From an optimization exercise on the open Yosys and OpenROAD flow, aimed at small area; shortcuts taken in it are not production practice.
The RTL was checked by simulation tests, not by an equivalence proof against the original design.
No activity file was given, so power comes from the tool's default toggle rates.

==> flow/constraint.sdc <==
create_clock -name core_clock -period 6.0 [get_ports {clk}]
set_input_delay 1.2000 -clock core_clock [delete_from_list [all_inputs] [get_ports {clk}]]
set_output_delay 1.2000 -clock core_clock [all_outputs]
set_load 0.01 [all_outputs]
==> flow/standard.sh <==
#!/bin/bash
# synth_recipe.tcl (not shown) runs the flow's synth.tcl, then flattens the netlist and writes it again
# the make line also repeats each setting of config.mk as NAME=value (left out here)
make -C /OpenROAD-flow-scripts/flow DESIGN_CONFIG=/design/flow/config.mk WORK_HOME=/design/flow/orfs CLKGATE_MAP_FILE= SYNTH_SCRIPT=/design/flow/synth_recipe.tcl "${@:-finish}"
==> flow/design.v <==
`default_nettype none
 `default_nettype none
module j4( input  wire clk
         , input  wire rst                       
         , output reg  [12:0] pc
         , input  wire [15:0] instr
         , output wire io_we                     
         , output wire io_re                     
         , output wire [16-1:0] io_ptr
         , input  wire [16-1:0] io_in
         , output wire [16-1:0] io_out
    );
reg  [16-1:0] T;
reg  [4-1:0] dsp, rsp;
wire is_lit  = instr[15];
wire is_jmp  = instr[15:13] == 3'b000;
wire is_cjmp = instr[15:13] == 3'b001;
wire is_call = instr[15:13] == 3'b010;
wire is_alu  = instr[15:13] == 3'b011;
wire [3:0] op = instr[11:8];
wire [15:0] aop = {16{is_alu}} & (16'd1 << op);   
wire [1:0] dd = is_lit ? 2'b01 : is_alu ? instr[1:0] : 2'b00;
wire [1:0] ee = is_call ? 2'b01 : is_alu ? instr[3:2] : 2'b00;
wire [3:0] dsp_n = dsp + {{2{dd[1]}}, dd};
wire [3:0] rsp_n = rsp + {{2{ee[1]}}, ee};
wire ds_we = is_lit | (is_alu & instr[7]);
wire rs_we = is_call | (is_alu & instr[6]);
wire [15:0] ds_wr, rs_wr;        
wire [15:0] ds_sn, rs_sn;        
genvar g, b;
generate for (g = 0; g < 16; g = g + 1) begin: DEC
    assign ds_wr[g] = ds_we & (dsp_n == g);
    assign rs_wr[g] = rs_we & (rsp_n == g);
    assign ds_sn[g] = ~(dsp == g);
    assign rs_sn[g] = ~((rsp == g) & ~is_call);
end endgenerate
wire [12:0] pc_inc = pc + 13'd1;
wire [16-1:0] N;
wire [12:0] R;                   
wire [16-1:0] ds_q [0:15];
wire [12:0]       rs_q [0:15];
generate for (g = 0; g < 16; g = g + 1) begin: DS
    reg [16-1:0] q;
    always @(posedge clk) if (ds_wr[g]) q <= T;
    assign ds_q[g] = q;
end endgenerate
generate for (g = 0; g < 16; g = g + 1) begin: RS
    reg [12:0] q;
    always @(posedge clk) if (rs_wr[g]) q <= R;
    assign rs_q[g] = q;
end endgenerate
generate for (b = 0; b < 16; b = b + 1) begin: NRD
    wire [15:0] col;
    for (g = 0; g < 16; g = g + 1) begin: C
        assign col[g] = ds_q[g][b];
    end
    wire [7:0] t;
    for (g = 0; g < 8; g = g + 1) begin: P
        j4_o22ai u (.a1(ds_sn[2*g]), .a2(col[2*g]), .b1(ds_sn[2*g+1]), .b2(col[2*g+1]), .y(t[g]));
    end
    j4_nor8 u0 (.a(t), .y(N[b]));
end endgenerate
generate for (b = 0; b < 13; b = b + 1) begin: RRD
    wire [15:0] col;
    for (g = 0; g < 16; g = g + 1) begin: C
        assign col[g] = rs_q[g][b];
    end
    wire [7:0] t;
    for (g = 0; g < 8; g = g + 1) begin: P
        j4_o22ai u (.a1(rs_sn[2*g]), .a2(col[2*g]), .b1(rs_sn[2*g+1]), .b2(col[2*g+1]), .y(t[g]));
    end
    wire rd;
    j4_nor8 u0 (.a(t), .y(rd));
    assign R[b] = rd & (~is_call | pc_inc[b]);
end endgenerate
wire sub = aop[7] | aop[8] | aop[15];
wire dec = aop[10];
wire bsel1 = ~sub | dec;         
wire bsel0 = sub | dec;          
wire [16-1:0] B;
wire [16-1:0] sum;
wire cout;
generate for (b = 0; b < 16; b = b + 1) begin: ADD
    j4_mux2i ub (.a0(~bsel0), .a1(~bsel1), .s(N[b]), .y(B[b]));
end endgenerate
assign {cout, sum} = {1'b0, T} + {1'b0, B} + {16'd0, sub};
wire eq  = &(T ^ B);                             
wire ult = cout & ~eq;                           
wire slt = (N[15] ^ T[15]) ? N[15] : ult;        
wire cmp = (aop[7] & eq) | (aop[8] & slt) | (aop[15] & ult);
wire keep = ~rst & ~is_lit & ~is_alu;            
wire [3:0] tt = rst ? 4'b0000 :
                keep ? 4'b1010 :
                {4{cmp}} |
                ({4{aop[0]}} & 4'b1010) |
                ({4{aop[1]}} & 4'b1100) |
                ({4{aop[3]}} & 4'b1000) |
                ({4{aop[4]}} & 4'b1110) |
                ({4{aop[5]}} & 4'b0110) |
                ({4{aop[6]}} & 4'b0101);
wire e_add = ~rst & (aop[2] | aop[10]);
wire e_shr = ~rst & aop[9];
wire e_shl = ~rst & aop[13];
wire e_r   = ~rst & aop[11];
wire e_in  = ~rst & aop[12];
wire e_lit = ~rst & is_lit;
wire e_ptr = ~rst & aop[14];
wire [16-1:0] Px  = {8'd0, rsp, dsp};
wire [16-1:0] T_n;
generate for (b = 0; b < 16; b = b + 1) begin: TN
    wire lut_n;
    j4_mux4 ul (.d0(~tt[0]), .d1(~tt[1]), .d2(~tt[2]), .d3(~tt[3]), .s0(T[b]), .s1(N[b]), .y(lut_n));
    wire x1, x2;
    if (b == 0)
        j4_a22oi  ua (.a1(sum[b]), .a2(e_add), .b1(T[b+1]), .b2(e_shr), .y(x1));
    else if (b == 16-1)
        j4_a22oi  ua (.a1(sum[b]), .a2(e_add), .b1(T[b-1]), .b2(e_shl), .y(x1));
    else
        j4_a222oi ua (.a1(sum[b]), .a2(e_add), .b1(T[b+1]), .b2(e_shr), .c1(T[b-1]), .c2(e_shl), .y(x1));
    if (b < 13)
        j4_a222oi ub (.a1(R[b]), .a2(e_r), .b1(io_in[b]), .b2(e_in), .c1(instr[b]), .c2(e_lit), .y(x2));
    else if (b < 15)
        j4_a22oi  ub (.a1(io_in[b]), .a2(e_in), .b1(instr[b]), .b2(e_lit), .y(x2));
    else
        j4_nand2  ub (.a(io_in[b]), .b(e_in), .y(x2));
    if (b < 8) begin: P
        wire x3;
        j4_nand2 up (.a(Px[b]), .b(e_ptr), .y(x3));
        j4_nand4 un (.a(x1), .b(x2), .c(x3), .d(lut_n), .y(T_n[b]));
    end else begin: Q
        j4_nand3 un (.a(x1), .b(x2), .c(lut_n), .y(T_n[b]));
    end
end endgenerate
wire tz = ~|T;
wire s_jmp = ~rst & (is_jmp | is_call | (is_cjmp & tz));
wire s_ret = ~rst & is_alu & instr[12];
wire s_inc = ~rst & ~s_jmp & ~s_ret;
wire [12:0] pc_n;
generate for (b = 0; b < 13; b = b + 1) begin: PCN
    wire x;
    j4_a222oi u (.a1(pc_inc[b]), .a2(s_inc), .b1(instr[b]), .b2(s_jmp), .c1(R[b]), .c2(s_ret), .y(x));
    assign pc_n[b] = ~x;
end endgenerate
assign io_we  = is_alu & instr[5];
assign io_re  = aop[12] & (|T[15:14]);
assign io_ptr = T;
assign io_out = N;
always @(posedge clk) begin
    pc  <= pc_n;
    T   <= T_n;
    dsp <= rst ? 4'd0 : dsp_n;
    rsp <= rst ? 4'd0 : rsp_n;
end
endmodule
module j4_o22ai(input wire a1, input wire a2, input wire b1, input wire b2, output wire y);
    assign y = ~((a1 | a2) & (b1 | b2));
endmodule
module j4_nor8(input wire [7:0] a, output wire y);
    assign y = ~|a;
endmodule
module j4_mux2i(input wire a0, input wire a1, input wire s, output wire y);
    assign y = ~(s ? a1 : a0);
endmodule
module j4_mux4(input wire d0, input wire d1, input wire d2, input wire d3,
               input wire s0, input wire s1, output wire y);
    assign y = s1 ? (s0 ? d3 : d2) : (s0 ? d1 : d0);
endmodule
module j4_fa(input wire a, input wire b, input wire ci, output wire s, output wire co);
    assign {co, s} = a + b + ci;
endmodule
module j4_a222oi(input wire a1, input wire a2, input wire b1, input wire b2,
                 input wire c1, input wire c2, output wire y);
    assign y = ~((a1 & a2) | (b1 & b2) | (c1 & c2));
endmodule
module j4_nand4(input wire a, input wire b, input wire c, input wire d, output wire y);
    assign y = ~(a & b & c & d);
endmodule
module j4_a22oi(input wire a1, input wire a2, input wire b1, input wire b2, output wire y);
    assign y = ~((a1 & a2) | (b1 & b2));
endmodule
module j4_nand3(input wire a, input wire b, input wire c, output wire y);
    assign y = ~(a & b & c);
endmodule
module j4_nand2(input wire a, input wire b, output wire y);
    assign y = ~(a & b);
endmodule
==> flow/flow/run.sh <==
#!/bin/bash
# Layout flow: the standard ORFS flow (standard synthesis unchanged), with
#  - single-drive buf_1 cells as the port buffers,
#  - a clock tree of clkbuf_4/clkbuf_8 with sink clusters of at most 16 flops
#    and 50 um, and no dummy loads,
#  - downsizing of gates off the critical paths after global routing.
# make's full output goes to orfs_make.log in the work folder.
set -euo pipefail
bash standard.sh \
  "BUFFER_PORTS_ARGS=-buffer_cell sky130_fd_sc_hd__buf_1" \
  "CTS_ARGS=-sink_clustering_enable -repair_clock_nets -dont_use_dummy_load -sink_clustering_size 16 -sink_clustering_max_diameter 50 -buf_list {sky130_fd_sc_hd__clkbuf_4 sky130_fd_sc_hd__clkbuf_8}" \
  RECOVER_POWER=100 \
  finish > orfs_make.log 2>&1
==> flow/config.mk <==
export PLATFORM = sky130hd
export DESIGN_NAME = j4
export DESIGN_NICKNAME = j4
export VERILOG_FILES = /design/flow/design.v
export SDC_FILE = /design/flow/constraint.sdc
export NUM_CORES = 4
export LEC_CHECK = 0
export CAP_MARGIN = 20
export CORE_MARGIN = 2
export CORE_UTILIZATION = 65
export SLEW_MARGIN = 20
export SYNTH_HIERARCHICAL = 1
==> impl_metrics.json, run 1 <==
{
  "status": "finished with violations",
  "check.faults": "capacitance limit, slew limit",
  "arrival_ns": 6.01,
  "synth_area_leaders": "edfxtp_1, o22ai_1, dfxtp_1",
  "die-width_um": 179,
  "grtUsageTotal_pct": 32.1,
  "insertion_delay_ns": 0.58,
  "max_cap_viol_count": 2,
  "worstSetupPathType": "reg -> reg",
  "min_from": "rsp[0]",
  "yosysWarnings": 7,
  "coreArea_mm2": 0.0304,
  "via_per_inst": 6.92,
  "period_share_pct": 93.5,
  "crit_family": "simple AND/OR/NAND/NOR gates",
  "rows": 64,
  "syn_area_mm2": 0.0200,
  "place_inst": 1815,
  "crit_path_top_delay_cell": "or4_1",
  "clkSinkCount": 501,
  "nets": 1525,
  "cp.depth": 17,
  "worstPathRequired_ns": 6.40,
  "holdPathStages": 2,
  "post-route-drc-count": 0,
  "r2r_start": "dsp[1]",
  "hpwl_um": 33000,
  "setup_viol": 0,
  "crit_start": "dsp[1]",
  "nFillCells": 2050,
  "dr.pass1.iters": 11,
  "cts_buffers": 43,
  "synth_flop_cell": "edfxtp_1",
  "yosys.area.top_type_share_pct": 69.7,
  "critPathLaunchType": "register",
  "ios": 81,
  "hold_class": "reg -> reg",
  "max_slew_margin_pct": -10.6,
  "htreeDepth": 2,
  "crit_chain": "nor2_1 > nand3_1 > buf_4 > o22ai_1 > or4_1 > nor2_1 > mux2i_1 > fa_1 > fa_1 > nand3_1 > a21oi_1 > o311ai_0 > o221ai_1 > o21ai_1 > and3_1 > mux4_2 > nand4_1",
  "route.vias.total": 12800,
  "synth_commonest_cells": "edfxtp_1, o22ai_1, nor2_1, nand2_1, or4_1",
  "clkTransAtPathRegs_ns": 0.09,
  "async_flop_share_pct": 0,
  "cts_tree": "yes",
  "die_h_um": 179,
  "synth_top_area_cell": "edfxtp_1",
  "synth_cells": 1284,
  "area_growth_pct": 8.21,
  "root_buffer": "clkbuf_8",
  "powerDensity_mw_per_mm2": 315,
  "cp_max_fo": 16,
  "place_congestion": 0.875,
  "synth_cell_types": 50,
  "grt_pass1_vias": 12100,
  "synth_edf_count": 464,
  "post-route-util_pct": 71.1,
  "max_stage_delay_ns": 0.60,
  "yosysMostFrequentCell": "edfxtp_1",
  "cts_max_path_buffers": 3,
  "drive_gt1_share_pct": 5.47,
  "final_cells": 1858,
  "grt_pass1_wl_um": 74600,
  "placed_area_mm2": 0.0212,
  "crit_path_end_kind": "register",
  "ir_worst_vdd_mv": 0.274,
  "first_iter_violations": 1657,
  "tightest_slew_ns": 1.65,
  "hold_viol": 0,
  "n_antenna_cell": 0,
  "cts_resized": 0,
  "overflow": 0,
  "grt_setup_unrepaired": "false",
  "p_leak_nw": 7.15,
  "routedWlPerCell_um": 27.7,
  "initial_core_util_pct": 65.7,
  "ys_seq_elements": 501,
  "report.final.slew_viol_count": 28,
  "antenna_found_initial": 0,
  "ant_nets": 0,
  "fmaxAchievable_mhz": 178,
  "synth_seq_area_share_pct": 73.4,
  "reg2reg_slack_ns": 0.39,
  "hold_buffers": 0,
  "post_cts_buffers": 0,
  "finalInstanceArea_mm2": 0.0216,
  "tns_ns": 0,
  "syn_area_per_cell_um2": 15.6,
  "crit_buf_inv": 1,
  "syn-num-nets": 1345,
  "routed_wl_um": 51500,
  "portBuffers": 80,
  "finalCriticalPeriod_ns": 5.61,
  "reg2reg_depth": 17,
  "die_area_mm2": 0.0322,
  "skew_ns": 0.0515,
  "grt_max_degree": 25
}
## registers in the layout, indices dropped and copies added, names as in the netlist
name,cells
rsp,4
DS.q,256
RS.q,208
dsp,4
pc,13
T,16
## stage by stage
stage / power, W / setup WS, ns / hold WS (ns)
floorplan: 0.00482 / 0.861 / 0.446
global placement: 0.00523 / 0.640 / 0.565
detailed placement: 0.00525 / 0.508 / 0.579
CTS: 0.00683 / 0.498 / 0.588
global route: 0.00703 / 0.0137 / 0.641
finish: 0.00682 / 0.393 / 0.586
## cell families after synthesis
kind of cell / after synthesis / synth area share [%]
xor+xnor: 29 / 1.27
simple gates: 318 / 8.38
buf+inv: 34 / 0.688
fa+ha+maj: 27 / 1.84
mux: 32 / 2.60
flops: 501 / 73.4
compound gates: 343 / 11.8
## cell usage in the layout (no fill, tap or decap), types with 19 or more instances in the layout
cell | synthesis | layout
a21oi_1 | 19 | 19
a222oi_1 | 40 | 40
buf_1 | 0 | 79
clkbuf_1 | 6 | 53
clkbuf_8 | 0 | 43
dfxtp_1 | 37 | 37
edfxtp_1 | 464 | 464
ha_1 | 23 | 23
inv_1 | 25 | 25
nand2_1 | 59 | 59
nand3_1 | 30 | 30
nor2_1 | 89 | 89
o22ai_1 | 232 | 232
or4_1 | 59 | 59
xnor2_1 | 22 | 22
## layer usage
| layer | global-route usage, % | up-vias | wire [um] |
|---|---|---|---|
| met2 | 51.2 | 727 | 24700 |
| met5 | 0 | - | 0 |
| met4 | 13.6 | 0 | 2230 |
| li1 | - | 5699 | - |
| met3 | 4.62 | 105 | 4740 |
| met1 | 45.2 | 6318 | 19900 |
## worst paths after layout
kind                             end
worst min register to register  T[4]
worst max register to register  T[6]
worst max-delay path            T[6]
worst min-delay path            T[4]
## Yosys stat by module, one instance, submodules excluded
module     cells inside  area, um^2  copies in the design
j4_mux2i              1        10.0                    16
j4_nand2              1        3.75                     9
j4_nor8               3        18.8                    29
j4_a22oi              1        12.5                     4
j4_mux4               1        22.5                    16
j4_nand3              1        5.00                     8
j4_o22ai              1        6.26                   232
j4_nand4              1        6.26                     8
j4_a222oi             1        10.0                    40
j4                  864       16900                     1
## cell type report
cell class | count | area (um^2) | share of cell area, %
Sequential cell | 501 | 14700 | 67.8
Tap cell | 396 | 495 | 2.29
Clock buffer | 43 | 592 | 2.74
Inverter | 25 | 93.8 | 0.434
Multi-Input combinational cell | 749 | 5200 | 24.0
Timing Repair Buffer | 144 | 586 | 2.71
## worst min-delay path, delay by kind of cell, from the launching register on
family           cells  cell delay [ns]
DFF                  1             0.36
and+or+nand+nor      2             0.17
## where the power goes
part | switching, W | leakage (nW) | internal [W] | total [W]
sequential | 0.0000387 | 4.54 | 0.00402 | 0.00406
combinational | 0.000775 | 2.30 | 0.000337 | 0.00111
clock | 0.00100 | 0.309 | 0.000642 | 0.00164
==> run 2, diff against run 1 <==
--- a/flow/flow/run.sh
+++ b/flow/flow/run.sh
@@ -4,5 +4,6 @@
 #  - a clock tree of clkbuf_4/clkbuf_8 with sink clusters of at most 16 flops
 #    and 50 um, and no dummy loads,
-#  - downsizing of gates off the critical paths after global routing.
+#  - downsizing of gates off the critical paths after global routing, then
+#    slew and capacitance repair again (flow/post_grt.tcl).
 # make's full output goes to orfs_make.log in the work folder.
 set -euo pipefail
@@ -11,3 +12,4 @@
   "CTS_ARGS=-sink_clustering_enable -repair_clock_nets -dont_use_dummy_load -sink_clustering_size 16 -sink_clustering_max_diameter 50 -buf_list {sky130_fd_sc_hd__clkbuf_4 sky130_fd_sc_hd__clkbuf_8}" \
   RECOVER_POWER=100 \
+  "POST_GLOBAL_ROUTE_TCL=$PWD/flow/post_grt.tcl" \
   finish > orfs_make.log 2>&1
==> flow/flow/post_grt.tcl (new file) <==
# After the power recovery at the end of global routing (which downsizes
# gates), repair max slew and max capacitance again, legalize and update the
# global routes of the changed nets.
global_route -start_incremental
repair_design_helper
detailed_placement
global_route -end_incremental
estimate_parasitics -global_routing
check_placement -verbose
write_guides $::env(RESULTS_DIR)/route.guide
==> run 2 against run 1 <==
  * The run now finishes clean
  * Wire length down 0.39%
  * Synthesized cell count did not move
  * Total power about the same
  * Sequential cell count unchanged
  * Setup slack better by 0.0037 ns
  * Sequential power barely moved
  * Largest cell class unchanged
  * Register-to-register slack is essentially flat
==> impl_metrics.json, run 2 <==
{
  "status": "complete, no violations",
  "setup_viol": 0,
  "ys_seq_elements": 501,
  "coreArea_mm2": 0.0304,
  "fmaxAchievable_mhz": 178,
  "critPathLaunchType": "register",
  "syn-num-nets": 1345,
  "drive_gt1_share_pct": 6.89,
  "yosys.area.top_type_share_pct": 69.7,
  "crit_buf_inv": 1,
  "hold_class": "reg -> reg",
  "hold_end": "T[4]",
  "synth_seq_area_share_pct": 73.4,
  "tns_ns": 0,
  "synth_area_leaders": "edfxtp_1, o22ai_1, dfxtp_1",
  "report.final.slew_viol_count": 0,
  "place_congestion": 0.875,
  "swShare_pct": 26.6,
  "max_slew_margin_pct": 23.2,
  "clkTransAtPathRegs_ns": 0.10,
  "max_stage_delay_ns": 0.60,
  "ir_worst_vdd_mv": 0.270,
  "crit_path_top_delay_cell": "or4_1",
  "area_growth_pct": 8.54,
  "syn_area_mm2": 0.0200,
  "post_cts_buffers": 0,
  "yosysWarnings": 7,
  "yosysMostFrequentCell": "edfxtp_1",
  "die-width_um": 179,
  "die_h_um": 179,
  "cts_buffers": 43,
  "min_from": "rsp[0]",
  "final_cell_mix": "edfxtp_1, o22ai_1, nor2_1",
  "die_area_mm2": 0.0322,
  "largest_reg_flops": 256,
  "hpwl_um": 33000,
  "route.vias.total": 12900,
  "p_seq_share_pct": 59.6,
  "overflow": 0,
  "skew_ns": 0.0554,
  "worstPathRequired_ns": 6.40,
  "reg2reg_slack_ns": 0.40,
  "htreeDepth": 2,
  "powerDensity_mw_per_mm2": 314,
  "cts_max_path_buffers": 3,
  "reg2reg_depth": 17,
  "clkSinkCount": 501,
  "cts_resized": 0,
  "synth_cells": 1284,
  "crit_chain": "nor2b_1 > nand3_1 > buf_4 > o22ai_1 > or4_1 > nor2_1 > mux2i_1 > fa_1 > fa_1 > nand3_1 > a21oi_1 > o311ai_0 > o221ai_1 > o21ai_1 > and3_1 > mux4_2 > nand4_1",
  "rows": 64,
  "synth_flop_cell": "edfxtp_1",
  "portBuffers": 80,
  "grt_pass1_wl_um": 74600,
  "m1WireLength_um": 19600,
  "cts_tree": "yes",
  "nFillCells": 2034,
  "reg.largest.list": "DS.q (256), RS.q (208), T (16)",
  "first_iter_violations": 1889,
  "finalPower_w": 0.00682,
  "synth_commonest_cells": "edfxtp_1, o22ai_1, nor2_1, nand2_1, or4_1",
  "period_share_pct": 93.4,
  "insertion_delay_ns": 0.58,
  "arrival_ns": 6.01,
  "grt_pass1_vias": 12100,
  "worst_slack_ns": 0.397,
  "grt_max_degree": 25,
  "synth_top_area_cell": "edfxtp_1",
  "comb_power_share_pct": 16.3,
  "n_antenna_cell": 0,
  "synth_edf_count": 464,
  "ios": 81,
  "syn_area_per_cell_um2": 15.6,
  "place_inst": 1815,
  "ant_nets": 0,
  "cp_max_fo": 16,
  "post-route-drc-count": 0,
  "wl_met2_um": 24400,
  "routed_wl_um": 51300,
  "grtUsageTotal_pct": 32.1,
  "place_ws_ns": 0.508,
  "dr.pass1.iters": 9,
  "r2r_start": "dsp[1]",
  "hold_buffers": 0,
  "largest-register": "DS.q",
  "synth_cell_types": 50,
  "worst_r2r_endpoint": "T[6]",
  "hold_viol": 0,
  "routedWlPerCell_um": 27.6,
  "dr_wl_met3_um": 4990,
  "p_sw_w": 0.00181,
  "via_per_inst": 6.95,
  "final_cells": 1861,
  "max_cap_viol_count": 0,
  "top_layer": "met4",
  "initial_core_util_pct": 65.7,
  "antenna_found_initial": 0,
  "layout_commonest_cell": "edfxtp_1",
  "p_clk_share_pct": 24.1,
  "worstSetupPathType": "reg -> reg",
  "async_flop_share_pct": 0,
  "holdPathStages": 2,
  "nets": 1528,
  "tightest_slew_ns": 1.15,
  "crit_family": "simple AND/OR/NAND/NOR gates",
  "root_buffer": "clkbuf_8",
  "p_leak_nw": 7.22,
  "finalCriticalPeriod_ns": 5.60,
  "internal_power_w": 0.00500,
  "crit_path_end_kind": "register"
}
[run 2: cell counts after synthesis]
Identical to the previous run, type by type.
[run 2: worst max path at each step]
stage | depth (start not counted) | end | from
after floorplan | 15 | T[1] | instr[11]
after detailed placement | 16 | T[1] | instr[8]
after global placement | 16 | T[2] | instr[8]
final | 17 | T[6] | dsp[1]
after CTS | 17 | T[6] | dsp[1]
[run 2: power groups by stage]
stage	clock network (W)	logic [W]	registers [W]
after floorplan	0	0.000647	0.00418
after global placement	0	0.00110	0.00413
after detailed placement	0	0.00111	0.00414
after CTS	0.00165	0.00112	0.00406
final	0.00164	0.00111	0.00406
[run 2: logic make-up after synthesis]
family          Yosys count  share of synthesized area, %
compound gates          343                          11.8
xor+xnor                 29                          1.27
fa+ha+maj                27                          1.84
buf+inv                  34                         0.688
flops                   501                          73.4
mux                      32                          2.60
simple gates            318                          8.38
[run 2: tightest hold or removal path, delay by kind of cell, from the launching register on]
family        cells  cell delay [ns]
flops             1             0.36
simple gates      2             0.17
[run 2: per-layer routing]
metal  global-route usage [%]  vias up
li1                         -     5717
met1                     45.2     6349
met2                     51.2      743
met3                     4.62      126
met4                     13.6        0
met5                        0        -
[run 2: area by class of cell]
class | instances | area, um^2 | area share, %
timing repair buffer | 147 | 647 | 2.98
inverter | 25 | 93.8 | 0.432
tap | 396 | 495 | 2.28
clock buffer | 43 | 592 | 2.73
sequential | 501 | 14700 | 67.6
multi-input combinational | 749 | 5200 | 24.0
[run 2: per-module statistics from Yosys, one instance, submodules excluded]
module | copies in the design | cells | area (um^2)
j4 | 1 | 864 | 16900
j4_a222oi | 40 | 1 | 10.0
j4_a22oi | 4 | 1 | 12.5
j4_mux2i | 16 | 1 | 10.0
j4_mux4 | 16 | 1 | 22.5
j4_nand2 | 9 | 1 | 3.75
j4_nand3 | 8 | 1 | 5.00
j4_nand4 | 8 | 1 | 6.26
j4_nor8 | 29 | 3 | 18.8
j4_o22ai | 232 | 1 | 6.26
[run 2: through the flow]
step / hold WS [ns] / area, um^2 / util [%]
final: 0.585 / 21700 / 71.3
after CTS: 0.588 / 21800 / 71.7
after detailed placement: 0.579 / 21200 / 69.8
after global placement: 0.565 / 21200 / 69.8
after floorplan: 0.446 / 20000 / -
==> run 3, diff against run 2 <==
--- a/flow/config.mk
+++ b/flow/config.mk
@@ -8,5 +8,5 @@
 export CAP_MARGIN = 20
 export CORE_MARGIN = 2
-export CORE_UTILIZATION = 65
+export CORE_UTILIZATION = 75
 export SLEW_MARGIN = 20
 export SYNTH_HIERARCHICAL = 1
==> run 3 against run 2 <==
  * First-iteration DRC count is 19% higher
  * Register-to-register slack better by 0.05 ns
  * Utilization is 11 points higher
  * Sequential share of layout area is 0.52 points higher
  * Highest routed layer is now met5
  * Critical path type unchanged
  * Sequential cell count stayed put
  * Still clean on timing, DRC and antenna
==> impl_metrics.json, run 3 <==
{
  "first_iter_violations": 2251,
  "post_cts_buffers": 0,
  "swShare_pct": 26.7,
  "crit_start": "dsp[1]",
  "ys_seq_elements": 501,
  "report.final.slew_viol_count": 0,
  "yosysMostFrequentCell": "edfxtp_1",
  "tns_ns": 0,
  "multi_input_area_mm2": 0.00520,
  "syn-num-nets": 1345,
  "crit_family": "simple AND/OR/NAND/NOR gates",
  "grt_use_met3_pct": 7.07,
  "dr.pass1.iters": 28,
  "comb_power_share_pct": 16.5,
  "fmaxAchievable_mhz": 180,
  "yosysWarnings": 7,
  "cts_tree": "yes",
  "min_from": "rsp[0]",
  "hold_buffers": 0,
  "post-route-util_pct": 82.4,
  "internal_power_w": 0.00498,
  "p_sw_w": 0.00182,
  "syn_area_mm2": 0.0200,
  "synth_seq_area_share_pct": 73.4,
  "clkSinkCount": 501,
  "place_congestion": 0.908,
  "syn_area_per_cell_um2": 15.6,
  "overflow": 0,
  "hold_viol": 0,
  "status": "complete, no violations",
  "worst_r2r_endpoint": "T[13]",
  "initial_core_util_pct": 76.5,
  "die_area_mm2": 0.0280,
  "max_cap_viol_count": 0,
  "clkTransAtPathRegs_ns": 0.09,
  "htreeDepth": 2,
  "route.vias.total": 13600,
  "grt_util_met1_pct": 49.6,
  "grtUsageTotal_pct": 38.4,
  "skew_ns": 0.0623,
  "area_growth_pct": 7.71,
  "met2_usage_pct": 62.1,
  "reg2reg_slack_ns": 0.44,
  "worstPathRequired_ns": 6.40,
  "hold_ws_ns": 0.613,
  "cts_resized": 0,
  "root_buffer": "clkbuf_8",
  "place_inst": 1751,
  "final_cell_mix": "edfxtp_1, o22ai_1, nor2_1",
  "portBuffers": 80,
  "synth_area_leaders": "edfxtp_1, o22ai_1, dfxtp_1",
  "p_leak_nw": 7.18,
  "yosys.area.top_type_share_pct": 69.7,
  "nets": 1520,
  "p_seq_share_pct": 59.9,
  "max_stage_delay_ns": 0.64,
  "grt_pass1_wl_um": 79200,
  "finalCriticalPeriod_ns": 5.56,
  "routedWlPerCell_um": 29.9,
  "period_share_pct": 92.6,
  "arrival_ns": 5.96,
  "rows": 59,
  "grt_busiest_layer": "met2",
  "largest_reg_flops": 256,
  "synth_flop_cell": "edfxtp_1",
  "powerDensity_mw_per_mm2": 315,
  "die_h_um": 167,
  "synth_commonest_cells": "edfxtp_1, o22ai_1, nor2_1, nand2_1, or4_1",
  "async_flop_share_pct": 0,
  "grt_pass1_vias": 13100,
  "insertion_delay_ns": 0.60,
  "synth_top_area_cell": "edfxtp_1",
  "crit_path_end_kind": "register",
  "synth_cell_types": 50,
  "max_slew_margin_pct": 22.7,
  "antenna_found_initial": 1,
  "r2r_start": "dsp[1]",
  "worstSetupPathType": "reg -> reg",
  "final_cells": 1792,
  "ios": 81,
  "reg2reg_depth": 15,
  "p_clk_share_pct": 23.6,
  "cp_max_fo": 16,
  "crit_buf_inv": 0,
  "grt_max_degree": 25,
  "drive_gt1_share_pct": 6.59,
  "critPathLaunchType": "register",
  "crit_chain": "nor2b_1 > nand3_1 > o22ai_1 > or4_1 > nor2_1 > mux2i_1 > ha_1 > nand4_1 > or4_1 > o311ai_0 > o221ai_1 > o21ai_1 > and3_1 > mux4_2 > nand3_1",
  "hold_class": "reg -> reg",
  "nFillCells": 1365,
  "cp.depth": 15,
  "ir_worst_vdd_mv": 0.291,
  "tightest_slew_ns": 1.16,
  "setup_viol": 0,
  "crit_path_top_delay_cell": "or4_1",
  "largest-register": "DS.q",
  "holdPathStages": 2,
  "via_per_inst": 7.60,
  "seqCellArea_mm2": 0.0147,
  "hold_end": "T[4]",
  "layout_commonest_cell": "edfxtp_1",
  "hpwl_um": 34300,
  "ant_nets": 0,
  "cts_buffers": 41,
  "die-width_um": 167,
  "cts_max_path_buffers": 3,
  "post-route-drc-count": 0,
  "routed_wl_um": 53500,
  "reg.largest.list": "DS.q (256), RS.q (208), T (16)",
  "coreArea_mm2": 0.0261,
  "n_antenna_cell": 0,
  "synth_edf_count": 464,
  "synth_cells": 1284
}
run 3: cell counts after synthesis:
No cell type changed its count.
run 3: worst register-to-register path, delay by kind of cell, from the launching register on:
kind / cells / cell delay (ns)
mux: 2 / 0.48
flops: 1 / 0.56
compound gates: 4 / 0.74
simple gates: 8 / 3.22
fa+ha+maj: 1 / 0.39
run 3: kinds of logic after synthesis:
logic type	Yosys count	share of synthesized area, %
compound gates	343	11.8
xor+xnor	29	1.27
fa+ha+maj	27	1.84
buf+inv	34	0.688
flops	501	73.4
mux	32	2.60
simple gates	318	8.38
run 3: how the worst max path moves through the flow:
stage | to | slack [ns]
after floorplan | T[1] | 0.86
after global placement | T[5] | 0.72
after detailed placement | T[3] | 0.56
after CTS | T[13] | 0.56
final | T[13] | 0.44
run 3: final cells by class:
class / count / share of cell area, %
Tap cell: 335 / 1.95
Inverter: 25 / 0.436
Timing Repair Buffer: 141 / 2.71
Sequential cell: 501 / 68.1
Multi-Input combinational cell: 749 / 24.2
Clock buffer: 41 / 2.62
run 3: through the flow:
stage | power [W] | area (um^2) | setup WS (ns)
4_1_cts | 0.00676 | 21700 | 0.559
2_1_floorplan | 0.00482 | 20000 | 0.861
6_report | 0.00679 | 21500 | 0.444
3_5_place_dp | 0.00524 | 21100 | 0.559
3_3_place_gp | 0.00521 | 21100 | 0.721
run 3: modules after synthesis, one instance, submodules excluded:
module,cell area [um^2],flip-flops and latches,cells
j4,16900,501,864
j4_a222oi,10.0,0,1
j4_a22oi,12.5,0,1
j4_mux2i,10.0,0,1
j4_mux4,22.5,0,1
j4_nand2,3.75,0,1
j4_nand3,5.00,0,1
j4_nand4,6.26,0,1
j4_nor8,18.8,0,3
j4_o22ai,6.26,0,1
run 3: power groups by stage:
| stage | combinational [W] | clock, W | sequential (W) |
|---|---|---|---|
| 6_report | 0.00112 | 0.00160 | 0.00407 |
| 4_1_cts | 0.00111 | 0.00159 | 0.00406 |
| 3_5_place_dp | 0.00110 | 0 | 0.00414 |
| 3_3_place_gp | 0.00107 | 0 | 0.00413 |
| 2_1_floorplan | 0.000647 | 0 | 0.00418 |
run 3: metal layers:
layer	up-vias	share of wire (%)
met5	-	0.028
met3	258	12
li1	5698	-
met2	1159	47
met1	6509	33
met4	2	7.6
==> run 4, diff against run 3 <==
==> flow/flow/run.sh (replaced) <==
#!/bin/bash
# Layout flow: the standard ORFS flow (standard synthesis unchanged), with
#  - single-drive buf_1 cells as the port buffers,
#  - a clock tree of clkbuf_4 cells with sink clusters of at most 10 flops
#    and 40 um, and no dummy loads,
#  - downsizing of gates off the critical paths after global routing, then
#    slew and capacitance repair again (flow/post_grt.tcl).
# make's full output goes to orfs_make.log in the work folder.
set -euo pipefail
bash standard.sh \
  "BUFFER_PORTS_ARGS=-buffer_cell sky130_fd_sc_hd__buf_1" \
  "CTS_ARGS=-sink_clustering_enable -repair_clock_nets -dont_use_dummy_load -sink_clustering_size 10 -sink_clustering_max_diameter 40 -buf_list {sky130_fd_sc_hd__clkbuf_4}" \
  RECOVER_POWER=100 \
  "POST_GLOBAL_ROUTE_TCL=$PWD/flow/post_grt.tcl" \
  finish > orfs_make.log 2>&1
--- a/flow/config.mk
+++ b/flow/config.mk
@@ -8,5 +8,5 @@
 export CAP_MARGIN = 20
 export CORE_MARGIN = 2
-export CORE_UTILIZATION = 75
+export CORE_UTILIZATION = 65
 export SLEW_MARGIN = 20
 export SYNTH_HIERARCHICAL = 1
==> run 4 against run 3 <==
  * Sequential share of layout area hardly changed
  * Utilization decreased by 12 points
  * Non-clock buffer count rose by 6
  * Clock-buffer cell count increased by 17
  * First-iteration DRC count is 24% lower
  * Design area is essentially flat
  * Largest power group unchanged
  * Hold slack worse by 0.015 ns
  * Still clean on timing, DRC and antenna
  * Final cell count increased by 4.7%
  * Fmax is 1.4% lower
  * Highest routed layer is now met4
  * Setup slack worse by 0.076 ns
  * Combinational power barely moved
  * Synthesized cell count did not move
  * Largest cell class unchanged
==> impl_metrics.json, run 4 <==
{
  "period_share_pct": 93.9,
  "cts_buffers": 58,
  "reg.largest.list": "DS.q (256), RS.q (208), T (16)",
  "syn_area_mm2": 0.0200,
  "grt_max_degree": 25,
  "coreArea_mm2": 0.0304,
  "place_congestion": 0.875,
  "final_cells": 1877,
  "ios": 81,
  "die_area_mm2": 0.0322,
  "swShare_pct": 27.4,
  "rows": 64,
  "synth_cells": 1284,
  "synth_cell_types": 50,
  "cts_resized": 0,
  "synth_top_area_cell": "edfxtp_1",
  "yosysMostFrequentCell": "edfxtp_1",
  "max_slew_margin_pct": 26.2,
  "tightest_slew_ns": 1.11,
  "route.vias.total": 13200,
  "synth_edf_count": 464,
  "largest-register": "DS.q",
  "powerDensity_mw_per_mm2": 307,
  "arrival_ns": 6.20,
  "p_clk_share_pct": 21.8,
  "cp_max_fo": 16,
  "clkTransAtPathRegs_ns": 0.11,
  "finalInstanceArea_mm2": 0.0216,
  "die_h_um": 179,
  "final_cell_mix": "edfxtp_1, o22ai_1, nor2_1",
  "cts_max_path_buffers": 3,
  "ant_nets": 0,
  "yosys.area.top_type_share_pct": 69.7,
  "synth_area_leaders": "edfxtp_1, o22ai_1, dfxtp_1",
  "htreeDepth": 2,
  "syn-num-nets": 1345,
  "report.final.slew_viol_count": 0,
  "hold_buffers": 0,
  "routed_wl_um": 51700,
  "portBuffers": 80,
  "die-width_um": 179,
  "drive_gt1_share_pct": 7.84,
  "hpwl_um": 33000,
  "tns_ns": 0,
  "area_growth_pct": 7.77,
  "finalCriticalPeriod_ns": 5.63,
  "worstSetupPathType": "reg -> reg",
  "ir_worst_vdd_mv": 0.216,
  "grt_pass1_wl_um": 75200,
  "yosysWarnings": 7,
  "syn_area_per_cell_um2": 15.6,
  "initial_core_util_pct": 65.7,
  "max_cap_viol_count": 0,
  "dr.pass1.iters": 11,
  "post_cts_buffers": 0,
  "worstPathRequired_ns": 6.57,
  "setup_viol": 0,
  "p_seq_share_pct": 61.4,
  "clkSinkCount": 501,
  "root_buffer": "clkbuf_4",
  "critPathLaunchType": "register",
  "status": "complete, no violations",
  "async_flop_share_pct": 0,
  "antenna_found_initial": 1,
  "first_iter_violations": 1719,
  "largest_reg_flops": 256,
  "hold_viol": 0,
  "ys_seq_elements": 501,
  "nets": 1543,
  "cts_tree": "yes",
  "skew_ns": 0.0909,
  "p_sw_w": 0.00181,
  "synth_commonest_cells": "edfxtp_1, o22ai_1, nor2_1, nand2_1, or4_1",
  "placed_area_mm2": 0.0212,
  "overflow": 0,
  "place_inst": 1815,
  "grt_pass1_vias": 12200,
  "synth_seq_area_share_pct": 73.4,
  "crit_path_end_kind": "register",
  "via_per_inst": 7.01,
  "internal_power_w": 0.00480,
  "post-route-drc-count": 0,
  "insertion_delay_ns": 0.75,
  "p_leak_nw": 7.18,
  "routedWlPerCell_um": 27.6,
  "layout_commonest_cell": "edfxtp_1",
  "grtUsageTotal_pct": 32.4,
  "synth_flop_cell": "edfxtp_1",
  "comb_power_share_pct": 16.9,
  "fmaxAchievable_mhz": 178,
  "hold_class": "reg -> reg"
}
## run 4: cell counts after synthesis
No cell type changed its count.
## run 4: Yosys stat by module, one instance, submodules excluded, a selection
module	area, um^2	cells inside	copies in the design	flops+latches
j4_nand3	5.00	1	8	0
j4_mux2i	10.0	1	16	0
j4_a222oi	10.0	1	40	0
j4	16900	864	1	501
j4_mux4	22.5	1	16	0
j4_nor8	18.8	3	29	0
## run 4: metrics by stage
step / util, % / hold slack [ns] / total power, W / setup slack, ns
2_1_floorplan: - / 0.446 / 0.00482 / 0.861
3_3_place_gp: 69.8 / 0.565 / 0.00523 / 0.640
3_5_place_dp: 69.8 / 0.579 / 0.00525 / 0.508
4_1_cts: 71.2 / 0.594 / 0.00662 / 0.472
6_report: 70.8 / 0.598 / 0.00662 / 0.368
## run 4: worst paths after layout
kind | start | to | slack, ns | cells past startpoint
hold reg to reg | rsp[0] | T[4] | 0.60 | 2
setup reg to reg | dsp[1] | T[7] | 0.37 | 17
hold / removal | rsp[0] | T[4] | 0.60 | 2
setup / recovery | dsp[1] | T[7] | 0.37 | 17
## run 4: cells by family (layout without fill, tap and decap cells)
family	Yosys count	count (layout)	synth area share, %
other	0	1	0
AOI/OAI and AO/OA	343	343	11.8
DFF	501	501	73.4
buffers and inverters	34	230	0.688
muxes	32	32	2.60
adders and majority gates	27	27	1.84
xor gates and xnor gates	29	29	1.27
and+or+nand+nor	318	318	8.38
## run 4: power groups by stage
stage	Clock, W	Sequential (W)	Combinational, W
floorplan	0	0.00418	0.000647
global placement	0	0.00413	0.00110
detailed placement	0	0.00414	0.00111
CTS	0.00145	0.00406	0.00112
finish	0.00144	0.00406	0.00112
## run 4: final cells by class
cell class	instances	area [um^2]
Timing Repair Buffer	147	647
Sequential cell	501	14700
Antenna cell	1	2.50
Multi-Input combinational cell	749	5200
Inverter	25	93.8
Clock buffer	58	435
Fill cell	2096	8880
Tap cell	396	495
## run 4: routing by layer
layer  share of wire (%)  up-vias  global-route usage (%)
met5                   0        -                       0
met4                 4.3        0                    13.9
met3                 9.5      129                    5.13
met2                  48      776                    51.4
met1                  38     6470                    45.4
li1                    -     5784                       -
## run 4: worst max-delay path, cell delays in order (launching register included)
cell and delay, ns:
dfxtp_1 0.57, nor2b_1 0.17, nand3_1 0.42, buf_4 0.28, o22ai_1 0.09, or4_1 0.60
nor2_1 0.29, mux2i_1 0.18, fa_1 0.50, fa_1 0.42, nand3_1 0.12, a21oi_1 0.12
o311ai_0 0.31, o221ai_1 0.18, o21ai_1 0.21, and3_1 0.53, mux4_2 0.36, nand4_1 0.10
==> run 5, diff against run 4 <==
--- a/flow/design.v
+++ b/flow/design.v
@@ -74,32 +74,47 @@
     assign R[b] = rd & (~is_call | pc_inc[b]);
 end endgenerate
-wire sub = aop[7] | aop[8] | aop[15];
-wire dec = aop[10];
-wire bsel1 = ~sub | dec;         
-wire bsel0 = sub | dec;          
-wire [16-1:0] B;
-wire [16-1:0] sum;
-wire cout;
-generate for (b = 0; b < 16; b = b + 1) begin: ADD
+wire sub  = aop[7] | aop[8] | aop[15];
+wire ones = aop[10] | aop[13];
+wire bsel1 = aop[2] | ones;      
+wire bsel0 = sub | ones;         
+wire keep = ~is_lit & ~is_alu;   
+wire [3:0] tt = rst ? 4'b0000 :
+                ({4{keep | aop[0]}} & 4'b1010) |
+                ({4{aop[1]}}        & 4'b1100) |
+                ({4{aop[2] | aop[5]}} & 4'b0110) |
+                ({4{aop[3]}}        & 4'b1000) |
+                ({4{aop[4]}}        & 4'b1110) |
+                ({4{aop[6] | aop[10]}} & 4'b0101) |
+                ({4{sub}}           & 4'b1001);
+wire [16-1:0] p, gen, B, sum;
+generate for (b = 0; b < 16; b = b + 1) begin: PG
+    j4_mux4  ul (.d0(tt[0]), .d1(tt[1]), .d2(tt[2]), .d3(tt[3]), .s0(T[b]), .s1(N[b]), .y(p[b]));
     j4_mux2i ub (.a0(~bsel0), .a1(~bsel1), .s(N[b]), .y(B[b]));
+    assign gen[b] = T[b] & B[b];
 end endgenerate
-assign {cout, sum} = {1'b0, T} + {1'b0, B} + {16'd0, sub};
-wire eq  = &(T ^ B);                             
-wire ult = cout & ~eq;                           
+wire [16:0] kg [0:4];
+wire [16:0] kp [0:4];
+assign kg[0] = {gen, sub};
+assign kp[0] = {p, 1'b0};
+genvar l;
+generate for (l = 0; l < 4; l = l + 1) begin: KS
+    for (b = 0; b <= 16; b = b + 1) begin: K
+        if (b >= (1 << l)) begin: M
+            assign kg[l+1][b] = kg[l][b] | (kp[l][b] & kg[l][b - (1 << l)]);
+            assign kp[l+1][b] = kp[l][b] & kp[l][b - (1 << l)];
+        end else begin: C
+            assign kg[l+1][b] = kg[l][b];
+            assign kp[l+1][b] = kp[l][b];
+        end
+    end
+end endgenerate
+wire [16:0] cy = kg[4];      
+assign sum = p ^ cy[16-1:0];
+wire eq  = &p;                                   
+wire ult = cy[16] & ~eq;                     
 wire slt = (N[15] ^ T[15]) ? N[15] : ult;        
-wire cmp = (aop[7] & eq) | (aop[8] & slt) | (aop[15] & ult);
-wire keep = ~rst & ~is_lit & ~is_alu;            
-wire [3:0] tt = rst ? 4'b0000 :
-                keep ? 4'b1010 :
-                {4{cmp}} |
-                ({4{aop[0]}} & 4'b1010) |
-                ({4{aop[1]}} & 4'b1100) |
-                ({4{aop[3]}} & 4'b1000) |
-                ({4{aop[4]}} & 4'b1110) |
-                ({4{aop[5]}} & 4'b0110) |
-                ({4{aop[6]}} & 4'b0101);
-wire e_add = ~rst & (aop[2] | aop[10]);
+wire cmpv = ~rst & ((aop[7] & eq) | (aop[8] & slt) | (aop[15] & ult));
+wire e_sum = ~rst & (keep | (|aop[6:0]) | aop[10] | aop[13]);
 wire e_shr = ~rst & aop[9];
-wire e_shl = ~rst & aop[13];
 wire e_r   = ~rst & aop[11];
 wire e_in  = ~rst & aop[12];
@@ -109,13 +124,9 @@
 wire [16-1:0] T_n;
 generate for (b = 0; b < 16; b = b + 1) begin: TN
-    wire lut_n;
-    j4_mux4 ul (.d0(~tt[0]), .d1(~tt[1]), .d2(~tt[2]), .d3(~tt[3]), .s0(T[b]), .s1(N[b]), .y(lut_n));
-    wire x1, x2;
-    if (b == 0)
-        j4_a22oi  ua (.a1(sum[b]), .a2(e_add), .b1(T[b+1]), .b2(e_shr), .y(x1));
-    else if (b == 16-1)
-        j4_a22oi  ua (.a1(sum[b]), .a2(e_add), .b1(T[b-1]), .b2(e_shl), .y(x1));
+    wire x1, x2, x3;
+    if (b < 16-1)
+        j4_a22oi  ua (.a1(sum[b]), .a2(e_sum), .b1(T[b+1]), .b2(e_shr), .y(x1));
     else
-        j4_a222oi ua (.a1(sum[b]), .a2(e_add), .b1(T[b+1]), .b2(e_shr), .c1(T[b-1]), .c2(e_shl), .y(x1));
+        j4_nand2  ua (.a(sum[b]), .b(e_sum), .y(x1));
     if (b < 13)
         j4_a222oi ub (.a1(R[b]), .a2(e_r), .b1(io_in[b]), .b2(e_in), .c1(instr[b]), .c2(e_lit), .y(x2));
@@ -124,11 +135,9 @@
     else
         j4_nand2  ub (.a(io_in[b]), .b(e_in), .y(x2));
-    if (b < 8) begin: P
-        wire x3;
-        j4_nand2 up (.a(Px[b]), .b(e_ptr), .y(x3));
-        j4_nand4 un (.a(x1), .b(x2), .c(x3), .d(lut_n), .y(T_n[b]));
-    end else begin: Q
-        j4_nand3 un (.a(x1), .b(x2), .c(lut_n), .y(T_n[b]));
-    end
+    if (b < 8)
+        j4_a21oi  uc (.a1(Px[b]), .a2(e_ptr), .b1(cmpv), .y(x3));
+    else
+        assign x3 = ~cmpv;
+    j4_nand3 un (.a(x1), .b(x2), .c(x3), .y(T_n[b]));
 end endgenerate
 wire tz = ~|T;
@@ -185,2 +194,5 @@
     assign y = ~(a & b);
 endmodule
+module j4_a21oi(input wire a1, input wire a2, input wire b1, output wire y);
+    assign y = ~((a1 & a2) | b1);
+endmodule
--- a/flow/flow/run.sh
+++ b/flow/flow/run.sh
@@ -4,6 +4,7 @@
 #  - a clock tree of clkbuf_4 cells with sink clusters of at most 10 flops
 #    and 40 um, and no dummy loads,
-#  - downsizing of gates off the critical paths after global routing, then
-#    slew and capacitance repair again (flow/post_grt.tcl).
+#  - downsizing of gates off the critical paths after global routing
+#    (ORFS's power recovery), then slew and capacitance repair again and a
+#    greedy area recovery that keeps a setup slack margin (flow/post_grt.tcl).
 # make's full output goes to orfs_make.log in the work folder.
 set -euo pipefail
==> flow/flow/post_grt.tcl (replaced) <==
# Runs after global routing and the power recovery (which downsizes gates).
# 1. Repair max slew and max capacitance again.
# 2. Greedy area recovery: each combinational gate or non-clock buffer is
#    swapped for the smallest lower drive strength of the same cell family
#    that keeps the worst setup slack above a margin and adds no slew or
#    capacitance violation. Flip-flops, clock-tree cells, tie and tap cells
#    are left as they are.
# 3. Legalize and update the global routes of the changed nets.
set slack_margin 0.15e-9  ;# seconds

proc drc_count {} {
  return [expr [sta::max_slew_violation_count] + [sta::max_capacitance_violation_count]]
}

global_route -start_incremental
repair_design_helper

set lib_cells {}
foreach lc [get_lib_cells sky130_fd_sc_hd__tt_025C_1v80/*] { lappend lib_cells [get_name $lc] }
set base_drc [drc_count]
set n_swapped 0
foreach inst [get_cells *] {
  set cell [get_property $inst ref_name]
  if {![regexp {^(sky130_fd_sc_hd__[a-z0-9]+)_([0-9]+)$} $cell -> family size]} continue
  if {[regexp {__(df|edf|sdf|dl|clkbuf|clkinv|tap|fill|decap|conb|diode)} $family]} continue
  set smaller {}
  foreach s {0 1 2 4 6 8 12 16} {
    if {$s < $size && [lsearch -exact $lib_cells "${family}_$s"] >= 0} { lappend smaller "${family}_$s" }
  }
  foreach cand $smaller {
    replace_cell $inst $cand
    if {[sta::worst_slack_cmd max] >= $slack_margin && [drc_count] <= $base_drc} {
      incr n_swapped
      break
    }
    replace_cell $inst $cell
  }
}
puts "Area recovery: downsized $n_swapped instances"

detailed_placement
global_route -end_incremental
estimate_parasitics -global_routing
check_placement -verbose
write_guides $::env(RESULTS_DIR)/route.guide
==> run 5 against run 4 <==
  * Final cell count is 0.53% lower
  * Clock-buffer cell count is 2 higher
  * Sequential power about the same
  * Critical path depth is 1 lower
  * Fmax is 9.1% higher
  * Synthesized area fell by 0.14%
  * Total power decreased by 6.0%
  * Wire length rose by 1.6%
  * Die area decreased by 0.14%
  * Largest cell class unchanged
==> impl_metrics.json, run 5 <==
{
  "via_per_inst": 6.97,
  "grt_pass1_vias": 12600,
  "p_sw_w": 0.00158,
  "cts_max_path_buffers": 3,
  "worstPathRequired_ns": 6.53,
  "worst_slack_ns": 0.840,
  "cts_tree": "yes",
  "rows": 64,
  "overflow": 0,
  "grt_max_degree": 24,
  "place_ws_ns": 0.813,
  "yosysWarnings": 7,
  "layout_commonest_cell": "edfxtp_1",
  "routedWlPerCell_um": 28.1,
  "nFillCells": 2121,
  "reg2reg_slack_ns": 0.84,
  "synth_top_area_cell": "edfxtp_1",
  "reg.largest.list": "DS.q (256), RS.q (208), T (16)",
  "hold_viol": 0,
  "cts_buffers": 60,
  "critPathLaunchType": "register",
  "hold_buffers": 0,
  "route.vias.total": 13000,
  "portBuffers": 80,
  "worst_r2r_endpoint": "T[13]",
  "clkSinkCount": 501,
  "syn-num-nets": 1315,
  "die_area_mm2": 0.0321,
  "htreeDepth": 2,
  "synth_area_leaders": "edfxtp_1, o22ai_1, dfxtp_1",
  "skew_ns": 0.0792,
  "area_growth_pct": 6.81,
  "initial_core_util_pct": 65.6,
  "place_congestion": 0.894,
  "die-width_um": 179,
  "tns_ns": 0,
  "largest-register": "DS.q",
  "r2r_start": "dsp[1]",
  "grt_pass1_wl_um": 76100,
  "ant_nets": 0,
  "internal_power_w": 0.00464,
  "fmaxAchievable_mhz": 194,
  "finalInstanceArea_mm2": 0.0213,
  "synth_flop_cell": "edfxtp_1",
  "report.final.slew_viol_count": 0,
  "syn_area_mm2": 0.0200,
  "arrival_ns": 5.69,
  "p_clk_share_pct": 23.5,
  "synth_edf_count": 464,
  "swShare_pct": 25.4,
  "hpwl_um": 32700,
  "status": "complete, no violations",
  "antenna_found_initial": 1,
  "synth_cells": 1271,
  "coreArea_mm2": 0.0304,
  "ys_seq_elements": 501,
  "hold_class": "reg -> reg",
  "syn_area_per_cell_um2": 15.7,
  "post_cts_buffers": 0,
  "ios": 81,
  "hold_end": "T[4]",
  "seqCellArea_mm2": 0.0147,
  "multi_input_area_mm2": 0.00504,
  "place_inst": 1803,
  "tightest_slew_ns": 1.25,
  "async_flop_share_pct": 0,
  "insertion_delay_ns": 0.75,
  "yosysMostFrequentCell": "edfxtp_1",
  "holdPathStages": 2,
  "synth_cell_types": 60,
  "first_iter_violations": 1667,
  "die_h_um": 179,
  "p_leak_nw": 7.13,
  "synth_seq_area_share_pct": 73.5,
  "finalCriticalPeriod_ns": 5.16,
  "root_buffer": "clkbuf_4",
  "routed_wl_um": 52600,
  "p_seq_share_pct": 64.9,
  "synth_commonest_cells": "edfxtp_1, o22ai_1, nor2_1, or4_1, nand2_1",
  "max_slew_margin_pct": 16.2,
  "grtUsageTotal_pct": 32.6,
  "final_cell_mix": "edfxtp_1, o22ai_1, buf_1",
  "placed_area_mm2": 0.0212,
  "final_cells": 1867,
  "period_share_pct": 86.0,
  "reg2reg_depth": 16,
  "post-route-drc-count": 0,
  "ir_worst_vdd_mv": 0.221,
  "largest_reg_flops": 256,
  "powerDensity_mw_per_mm2": 292,
  "max_cap_viol_count": 0,
  "dr.pass1.iters": 7,
  "worstSetupPathType": "reg -> reg",
  "yosys.area.top_type_share_pct": 69.8,
  "min_from": "rsp[0]",
  "setup_viol": 0,
  "nets": 1514,
  "comb_power_share_pct": 11.6,
  "cts_resized": 0,
  "drive_gt1_share_pct": 5.45,
  "clkTransAtPathRegs_ns": 0.07,
  "crit_path_end_kind": "register",
  "cp_max_fo": 16
}
## run 5: changes by cell type after synthesis, sizes merged, moves of 9 or more
cell and delta:
a222oi -14, a22oi +13, ha -15, nand2 -10, nand3 +11, nand4 -9
o21a -14, o31a +12
## run 5: area by class of cell
cell class	instances	area share [%]
antenna	3	0.0352
tap	396	2.32
inverter	21	0.370
clock buffer	60	2.11
multi-input combinational	738	23.6
timing repair buffer	148	2.72
sequential	501	68.8
## run 5: power by group through the flow
stage               sequential (W)  combinational, W  clock (W)
floorplan                  0.00412          0.000407          0
global placement           0.00411          0.000737          0
detailed placement         0.00411          0.000748          0
CTS                        0.00403          0.000751    0.00147
finish                     0.00404          0.000724    0.00146
## run 5: layer usage
layer  vias to the layer above  GRT usage, %  share of wire [%]
met4                         0          15.8                4.7
met1                      6367          43.5                 38
met3                       131          4.60                9.8
li1                       5757             -                  -
met5                         -             0                  0
met2                       759          53.3                 48
## run 5: how the worst max path moves through the flow
stage | start | end | slack, ns | cells past startpoint
after floorplan | instr[8] | T[13] | 1.39 | 17
after global placement | instr[9] | T[13] | 0.61 | 15
final | dsp[1] | T[13] | 0.84 | 16
after CTS | dsp[1] | T[8] | 1.07 | 13
after detailed placement | instr[14] | T[13] | 0.81 | 14
## run 5: logic make-up (layout without fill, tap and decap cells)
group           count (synthesis)  in the layout  synth area share (%)
fa+ha+maj                      10             10                 0.702
mux                            32             32                  2.61
other cells                     0              3                     0
xor+xnor                       32             32                  1.55
flops                         501            501                  73.5
buf+inv                        32            229                 0.620
compound gates                358            358                  12.7
simple gates                  306            306                  8.33
## run 5: per-module statistics from Yosys (local to each module, per instance)
| module | times used | cell area, um^2 | cells |
|---|---|---|---|
| j4 | 1 | 16800 | 851 |
| j4_a222oi | 26 | 10.0 | 1 |
| j4_mux4 | 16 | 22.5 | 1 |
| j4_o22ai | 232 | 6.26 | 1 |
| j4_nand2 | 2 | 3.75 | 1 |
| j4_a22oi | 17 | 12.5 | 1 |
| j4_nand3 | 16 | 5.00 | 1 |
| j4_a21oi | 8 | 8.76 | 1 |
| j4_nor8 | 29 | 18.8 | 3 |
| j4_mux2i | 16 | 10.0 | 1 |
## run 5: worst max-delay path, cell delays in order (launching register included)
cell and delay (ns):
dfxtp_1 0.55, nor2_1 0.18, nand3_1 0.63, o22ai_1 0.14, or4_1 0.62, nor2_1 0.13, clkbuf_1 0.28, mux4_1 0.42
ha_1 0.24, a21oi_1 0.20, o21ai_0 0.21, a31oi_1 0.33, o21ai_0 0.32, a41oi_1 0.33, xnor2_1 0.09, a22oi_1 0.19
nand3_1 0.10
## run 5: through the flow
stage	hold WS [ns]	total power, W	util, %
2_1_floorplan	0.461	0.00453	-
3_3_place_gp	0.587	0.00484	69.7
3_5_place_dp	0.612	0.00486	69.8
4_1_cts	0.628	0.00625	71.3
6_report	0.642	0.00622	70.1
==> run 6, diff against run 5 <==
--- a/flow/flow/post_grt.tcl
+++ b/flow/flow/post_grt.tcl
@@ -8,4 +8,9 @@
 # 3. Legalize and update the global routes of the changed nets.
 set slack_margin 0.15e-9  ;# seconds
+
+proc master_area {name} {
+  set m [[ord::get_db] findMaster $name]
+  return [expr [$m getWidth] * [$m getHeight]]
+}
 
 proc drc_count {} {
@@ -26,5 +31,7 @@
   set smaller {}
   foreach s {0 1 2 4 6 8 12 16} {
-    if {$s < $size && [lsearch -exact $lib_cells "${family}_$s"] >= 0} { lappend smaller "${family}_$s" }
+    set cand "${family}_$s"
+    if {$s < $size && [lsearch -exact $lib_cells $cand] >= 0
+        && [master_area $cand] < [master_area $cell]} { lappend smaller $cand }
   }
   foreach cand $smaller {
==> run 6 against run 5 <==
  * Still clean
  * Sequential share of layout area up 0.19 points
  * Clock-buffer cell count unchanged
  * Wire length down 0.48%
  * Critical path type unchanged
  * Largest cell class unchanged
==> impl_metrics.json, run 6 <==
{
  "reg2reg_depth": 16,
  "post_cts_buffers": 0,
  "synth_seq_area_share_pct": 73.5,
  "r2r_start": "dsp[1]",
  "hold_buffers": 0,
  "hold_class": "reg -> reg",
  "skew_ns": 0.0756,
  "post-route-drc-count": 0,
  "muxShareOfSynthArea_pct": 2.61,
  "largest_reg_flops": 256,
  "hold_viol": 0,
  "grtUsageTotal_pct": 32.6,
  "crit_path_end_kind": "register",
  "die_area_mm2": 0.0321,
  "synth_cells": 1271,
  "layout_commonest_cell": "edfxtp_1",
  "fmaxAchievable_mhz": 195,
  "area_growth_pct": 6.51,
  "drive_gt1_share_pct": 6.68,
  "grt_max_degree": 24,
  "yosysMostFrequentCell": "edfxtp_1",
  "worstPathRequired_ns": 6.53,
  "p_clk_share_pct": 23.4,
  "setup_viol": 0,
  "ys_seq_elements": 501,
  "die_h_um": 179,
  "placed_area_mm2": 0.0212,
  "cts_tree": "yes",
  "die-width_um": 179,
  "ant_nets": 0,
  "powerDensity_mw_per_mm2": 292,
  "route.vias.total": 13000,
  "synth_top_family_by_area": "compound AO/OA/AOI/OAI gates",
  "synthSimpleGateAreaFrac_pct": 8.33,
  "p_sw_w": 0.00158,
  "crit_path_top_delay_cell": "nand3_1",
  "cts_resized": 0,
  "cts_buffers": 60,
  "synth-xor-area-share_pct": 1.55,
  "report.final.slew_viol_count": 0,
  "first_iter_violations": 1565,
  "worstSetupPathType": "reg -> reg",
  "period_share_pct": 85.4,
  "synth_edf_count": 464,
  "synth_area_leaders": "edfxtp_1, o22ai_1, dfxtp_1",
  "initial_core_util_pct": 65.6,
  "arrival_ns": 5.66,
  "yosysWarnings": 7,
  "coreArea_mm2": 0.0304,
  "clkTransAtPathRegs_ns": 0.07,
  "tns_ns": 0,
  "max_slew_margin_pct": 20.6,
  "seqCellArea_mm2": 0.0147,
  "synth_compound_area_share_pct": 12.7,
  "routedWlPerCell_um": 28.0,
  "dr.pass1.iters": 7,
  "grt_pass1_wl_um": 76100,
  "synth_top_area_cell": "edfxtp_1",
  "nets": 1514,
  "nFillCells": 2129,
  "hpwl_um": 32700,
  "synth_flop_cell": "edfxtp_1",
  "rows": 64,
  "max_stage_delay_ns": 0.63,
  "portBuffers": 80,
  "clkSinkCount": 501,
  "cp_max_fo": 16,
  "max_cap_viol_count": 0,
  "insertion_delay_ns": 0.74,
  "synth_cell_types": 60,
  "cts_max_path_buffers": 3,
  "syn-num-nets": 1315,
  "final_cell_mix": "edfxtp_1, o22ai_1, buf_1",
  "finalCriticalPeriod_ns": 5.12,
  "crit_chain": "nor2_1 > nand3_1 > o22ai_1 > or4_1 > nor2_1 > clkbuf_1 > mux4_2 > ha_1 > a21oi_1 > o21ai_0 > a31oi_1 > o21ai_0 > a41oi_1 > xnor2_1 > a22oi_1 > nand3_1",
  "antenna_found_initial": 1,
  "crit_start": "dsp[1]",
  "reg.largest.list": "DS.q (256), RS.q (208), T (16)",
  "p_leak_nw": 7.03,
  "yosys.area.top_type_share_pct": 69.8,
  "ir_worst_vdd_mv": 0.222,
  "swShare_pct": 25.4,
  "holdPathStages": 2,
  "routed_wl_um": 52300,
  "finalInstanceArea_mm2": 0.0213,
  "min_from": "rsp[0]",
  "synth_commonest_cells": "edfxtp_1, o22ai_1, nor2_1, or4_1, nand2_1",
  "p_seq_share_pct": 64.9,
  "ios": 81,
  "root_buffer": "clkbuf_4",
  "place_congestion": 0.894,
  "internal_power_w": 0.00464,
  "tightest_slew_ns": 1.19,
  "async_flop_share_pct": 0,
  "multi_input_area_mm2": 0.00498,
  "overflow": 0,
  "grt_pass1_vias": 12600,
  "htreeDepth": 2,
  "status": "complete, no violations",
  "hold_ws_ns": 0.641,
  "comb_power_share_pct": 11.7,
  "syn_area_per_cell_um2": 15.7,
  "largest-register": "DS.q",
  "synthAdderAreaFrac_pct": 0.702,
  "via_per_inst": 6.98,
  "syn_area_mm2": 0.0200,
  "critPathLaunchType": "register"
}
-- run 6: changes by cell type in the layout (fill, tap and decap cells not counted) --
cell,change
o21ai_0,-1
mux4_1,-16
or3b_1,-2
and2_0,-7
or3b_2,+2
and2_1,+7
mux4_2,+16
o21ai_1,+1
-- run 6: final cells by class --
| cell class | count | share of cell area [%] |
|---|---|---|
| Antenna cell | 3 | 0.0353 |
| Clock buffer | 60 | 2.12 |
| Inverter | 21 | 0.371 |
| Multi-Input combinational cell | 738 | 23.4 |
| Sequential cell | 501 | 69.0 |
| Tap cell | 396 | 2.33 |
| Timing Repair Buffer | 148 | 2.72 |
-- run 6: routing by layer --
layer	GRT usage [%]	wire length, um
met1	43.5	19900
met2	53.3	25000
met3	4.60	4800
met4	15.8	2640
met5	0	0
-- run 6: modules after synthesis, one instance, submodules excluded, a selection --
module,times used,flops+latches
j4_mux4,16,0
j4_nor8,29,0
j4_a22oi,17,0
j4_nand3,16,0
j4_a21oi,8,0
j4_mux2i,16,0
-- run 6: cell families (layout without fill, tap and decap cells) --
kind of cell	Yosys count	count (layout)
buffers and inverters	32	229
other	0	3
and+or+nand+nor	306	306
DFF	501	501
muxes	32	32
xor gates and xnor gates	32	32
AOI/OAI and AO/OA	358	358
adders and majority gates	10	10
-- run 6: worst max-delay path: cells and delay by family (launching register included) --
family | cells | cell delay [ns]
AO/OA/AOI/OAI | 7 | 1.70
AND/OR/NAND/NOR | 5 | 1.66
flip-flops | 1 | 0.56
multiplexers | 1 | 0.41
buffers and inverters | 1 | 0.29
adder cells (fa/ha/maj) | 1 | 0.22
XOR/XNOR | 1 | 0.09
-- run 6: stage by stage --
| stage | utilization (%) | cells | power [W] | worst slack [ns] |
|---|---|---|---|---|
| floorplan | - | 1271 | 0.00453 | 1.39 |
| global placement | 69.7 | 1802 | 0.00484 | 0.609 |
| detailed placement | 69.8 | 1803 | 0.00486 | 0.813 |
| CTS | 71.3 | 1863 | 0.00625 | 1.07 |
| finish | 69.9 | 1867 | 0.00622 | 0.878 |
-- run 6: path summary, 6_finish.rpt --
check,end,slack (ns)
setup / recovery,T[13],0.88
hold / removal,T[4],0.64
setup reg to reg,T[13],0.88
hold reg to reg,T[4],0.64
-- run 6: power by group through the flow --
stage          Sequential, W  Combinational, W  Clock, W
6_report             0.00404          0.000727   0.00146
4_1_cts              0.00403          0.000751   0.00147
3_5_place_dp         0.00411          0.000748         0
3_3_place_gp         0.00411          0.000737         0
2_1_floorplan        0.00412          0.000407         0

[what the ideal ports hide]
Ports are ideal in the flow. The routed layouts listed here were re-timed in OpenROAD.
Step 1 (the two cells are an assumption about what drives the block):
set clk [get_ports {clk}]
set_driving_cell -lib_cell sky130_fd_sc_hd__clkbuf_16 $clk
set_driving_cell -lib_cell sky130_fd_sc_hd__buf_2 [delete_from_list [all_inputs] $clk]
Step 2, shift: input delay + t, output delay - t, t = (earliest + latest rising clock arrival at the registers) / 2. This alone moves slack from input paths to output paths.
Slacks: ideal ports / drivers / drivers and shift; pairs: ideal ports / drivers.
run	t (ns)	setup slack, ns	worst data-port slew with drivers (ns)
run 1	0.601	0.393 / 0.393 / 0.300	0.06
run 2	0.604	0.397 / 0.397 / 0.271	0.07
run 3	0.603	0.444 / 0.444 / 0.422	0.06
run 4	0.758	0.368 / 0.368 / 0.278	0.06
run 5	0.758	0.840 / 0.835 / 0.077	0.10
run 6	0.754	0.878 / 0.876 / 0.122	0.10
For run 5, which loses most, drivers alone change the setup slack by -0.005 ns; drivers and shift together by -0.763 ns.
